This is an optimization exercise on Yosys and OpenROAD, whose aim is small area, not a production implementation.
Only simulation tests tie the RTL to the original design; equivalence was not proved.
No activity file was given, so power comes from the tool's default toggle rates.

==> flow/design.v <==
module elephent(
    input  clk,
    input  rst,
    input  onoff,
    output o
);
    reg [9:0] y_do; reg s_do;
    wire [9:0] x_do = y_do ^ 10'b1010101010;
    wire j_do = (x_do & 10'b0011111111) == 10'b0011111111;
    wire [9:0] n_do = {x_do[8:0], x_do[2] ^ x_do[9]};
    wire [9:0] m_do = {n_do[9], n_do[8], n_do[7], n_do[6], n_do[5], n_do[4], n_do[3], n_do[2], n_do[1], (j_do ? 1'b0 : n_do[0])};
    always @(posedge clk) begin
        if (rst) begin y_do <= 10'b1001010101; s_do <= 1'b0; end
        else begin y_do <= m_do ^ 10'b1010101010; s_do <= s_do ^ j_do; end
    end
    reg [9:0] y_re; reg s_re;
    wire [9:0] x_re = y_re ^ 10'b1010101010;
    wire j_re = (x_re & 10'b0111111111) == 10'b0110010001;
    wire [9:0] n_re = {x_re[8:0], x_re[0] ^ x_re[9]};
    wire [9:0] m_re = {n_re[9], n_re[8], n_re[7], n_re[6], n_re[5], n_re[4], n_re[3], n_re[2], n_re[1], (j_re ? 1'b1 : n_re[0])};
    always @(posedge clk) begin
        if (rst) begin y_re <= 10'b0100111011; s_re <= 1'b0; end
        else begin y_re <= m_re ^ 10'b1010101010; s_re <= s_re ^ j_re; end
    end
    reg [9:0] y_mi; reg s_mi;
    wire [9:0] x_mi = y_mi ^ 10'b1010101010;
    wire j_mi = (x_mi & 10'b1011011011) == 10'b0010010010;
    wire [9:0] n_mi = {x_mi[8:0], x_mi[0] ^ x_mi[9]};
    wire [9:0] m_mi = {n_mi[9], n_mi[8], n_mi[7], n_mi[6], n_mi[5], n_mi[4], (j_mi ? 1'b0 : n_mi[3]), n_mi[2], n_mi[1], n_mi[0]};
    always @(posedge clk) begin
        if (rst) begin y_mi <= 10'b1000011100; s_mi <= 1'b0; end
        else begin y_mi <= m_mi ^ 10'b1010101010; s_mi <= s_mi ^ j_mi; end
    end
    reg [9:0] y_sol; reg s_sol;
    wire [9:0] x_sol = y_sol ^ 10'b1010101010;
    wire j_sol = (x_sol & 10'b0111111011) == 10'b0010110010;
    wire [9:0] n_sol = {x_sol[8:0], x_sol[2] ^ x_sol[9]};
    wire [9:0] m_sol = {n_sol[9], n_sol[8], n_sol[7], n_sol[6], n_sol[5], n_sol[4], n_sol[3], n_sol[2], n_sol[1], (j_sol ? 1'b0 : n_sol[0])};
    always @(posedge clk) begin
        if (rst) begin y_sol <= 10'b0000011000; s_sol <= 1'b0; end
        else begin y_sol <= m_sol ^ 10'b1010101010; s_sol <= s_sol ^ j_sol; end
    end
    reg [9:0] y_la; reg s_la;
    wire [9:0] x_la = y_la ^ 10'b1010101010;
    wire j_la = (x_la & 10'b1101111001) == 10'b0000001000;
    wire [9:0] n_la = {x_la[8:0], x_la[0] ^ x_la[9]};
    wire [9:0] m_la = {n_la[9], n_la[8], n_la[7], n_la[6], n_la[5], n_la[4], n_la[3], n_la[2], n_la[1], (j_la ? 1'b1 : n_la[0])};
    always @(posedge clk) begin
        if (rst) begin y_la <= 10'b1010100100; s_la <= 1'b0; end
        else begin y_la <= m_la ^ 10'b1010101010; s_la <= s_la ^ j_la; end
    end
    reg [16:0] yc;
    wire [16:0] xc = yc ^ 17'b11011000111111111;
    wire last = (xc & 17'b11111101111111101) == 17'b01101101011111101;
    wire [16:0] nc = {xc[15:0], xc[11] ^ xc[16]};
    wire [16:0] mc = {nc[16], nc[15], nc[14], nc[13], nc[12], nc[11], (last ? 1'b0 : nc[10]), nc[9], nc[8], nc[7], nc[6], nc[5], nc[4], nc[3], nc[2], nc[1], nc[0]};
    always @(posedge clk)
        if (rst) yc <= 0;
        else if (onoff) yc <= mc ^ 17'b11011000111111111;
    reg [6:0] code;
    always @(posedge clk)
        if (rst || !onoff) code <= 7'd0;
        else if (last) code <= code + 7'd1;
    reg sp;
    always @(*)
        if (!onoff) sp = 0;
        else case (code)
            8, 16, 24, 34, 42, 50, 72, 88, 94, 98: sp = s_sol;
            36, 40, 52, 56, 100: sp = s_mi;
            38, 54, 60, 104: sp = s_re;
            64, 70, 80, 86, 96: sp = s_la;
            44, 58, 62, 66, 68, 75, 78, 82, 83, 84, 90, 108: sp = s_do;
            default: sp = 0;
        endcase
    assign o = sp;
endmodule
clock: 10.0 ns
lec_check: 0
cap_margin: 20
core_margin: 2
core_utilization: 40
slew_margin: 20
standard.sh (not shown) runs the stock make flow with config.mk's settings and CLKGATE_MAP_FILE= SYNTH_SCRIPT=/design/flow/synth_recipe.tcl, a recipe that flattens the netlist after the stock synthesis.
==> flow/flow/run.sh <==
#!/bin/bash
# Own layout flow: the standard flow (standard.sh), with two changes:
#  - synthesis is the standard synthesis script with ABC's mapping script replaced by an
#    area-oriented one (flow/area.abc); registers are mapped before ABC, so their names and
#    cells are those of the standard synthesis;
#  - clock tree synthesis without dummy loads.
set -euo pipefail
W=$(pwd)
cat > "$W/own_synth.tcl" <<EOT
proc abc {args} {
  set i [lsearch -exact \$args -script]
  if {\$i >= 0} { set args [lreplace \$args \$i [expr {\$i + 1}] -script $W/flow/area.abc] }
  yosys abc {*}\$args
}
source $W/synth_recipe.tcl
EOT
bash "$W/standard.sh" "SYNTH_SCRIPT=$W/own_synth.tcl" \
  "CTS_ARGS=-sink_clustering_enable -repair_clock_nets -dont_use_dummy_load -buf_list {sky130_fd_sc_hd__clkbuf_4 sky130_fd_sc_hd__clkbuf_8} -root_buf sky130_fd_sc_hd__clkbuf_8" \
  finish > "$W/flow_make.log" 2>&1
==> flow/flow/area.abc <==
strash
dch
amap
topo
The starting point ran to the end with no violations.
Edit:
--- a/flow/flow/run.sh
+++ b/flow/flow/run.sh
@@ -18 +18 @@
-  "CTS_ARGS=-sink_clustering_enable -repair_clock_nets -dont_use_dummy_load -buf_list {sky130_fd_sc_hd__clkbuf_4 sky130_fd_sc_hd__clkbuf_8} -root_buf sky130_fd_sc_hd__clkbuf_8" \
+  "CTS_ARGS=-sink_clustering_enable -repair_clock_nets -dont_use_dummy_load -buf_list sky130_fd_sc_hd__clkbuf_4 -root_buf sky130_fd_sc_hd__clkbuf_4 -sink_clustering_size 20 -sink_clustering_max_diameter 100" \
==> flow/flow/area.abc (replaced) <==
strash
&get -n
&deepsyn -T 60
&put
dc2
dch
amap
topo
Settings changed: CORE_UTILIZATION 40 to 75.
Clock power goes down by 24%.
Power goes down by about 7%.
Setup slack is better by 0.95 ns.
Via count goes up by about 1.3%.
Sequential share of layout area goes up by 3.0 points.
Non-clock buffer count is unchanged.
Die area goes down by 46%.
Global-route usage goes up by 14 points.
Register-to-register slack is worse by 0.09 ns.
Wire length goes up by about 8%.
Edit:
--- a/flow/flow/run.sh
+++ b/flow/flow/run.sh
@@ -18 +18 @@
-  "CTS_ARGS=-sink_clustering_enable -repair_clock_nets -dont_use_dummy_load -buf_list sky130_fd_sc_hd__clkbuf_4 -root_buf sky130_fd_sc_hd__clkbuf_4 -sink_clustering_size 20 -sink_clustering_max_diameter 100" \
+  "CTS_ARGS=-sink_clustering_enable -repair_clock_nets -dont_use_dummy_load -buf_list sky130_fd_sc_hd__clkbuf_4 -root_buf sky130_fd_sc_hd__clkbuf_8 -sink_clustering_size 8 -sink_clustering_max_diameter 40" \
==> flow/flow/area.abc (replaced) <==
strash
dch
amap
topo
Settings changed: CORE_UTILIZATION 75 to 40.
The changed run finished clean.
Total power is higher by 7.9%.
Final area rises by about 5.4%.
Worst hold slack is worse by 0.015 ns.
Synthesized cell count rises by about 2.2%.
Maximum frequency is lower by 15%.
Critical path depth does not change.
Worst setup slack loses 0.95 ns.

-- re-timing with driven ports --
The flow's constraints put no driver on any port. The routed layouts listed below were extracted and timed again, unchanged, in two steps. Step 1: set_driving_cell puts a clkbuf_16 on clk and a buf_2 on each other input, an assumption about the parent block. Step 2 also shifts input and output timing later by t, the mid clock arrival at the registers, as if the neighbouring blocks saw the same clock. Slacks: ideal ports / drivers / drivers and shift; pairs: ideal ports / drivers.
run | shift t [ns] | setup WS [ns] | pins driven straight from the clock port
the first run | 0.359 | 3.735 / 3.713 / 3.713 | 1
the second run | 0.433 | 4.686 / 4.661 / 4.661 | 1
the third run | 0.359 | 3.735 / 3.713 / 3.713 | 1
After both steps setup and hold are still met in every run listed. For the second run, which loses most, drivers alone change the setup slack by -0.025 ns; drivers and shift together by -0.025 ns.
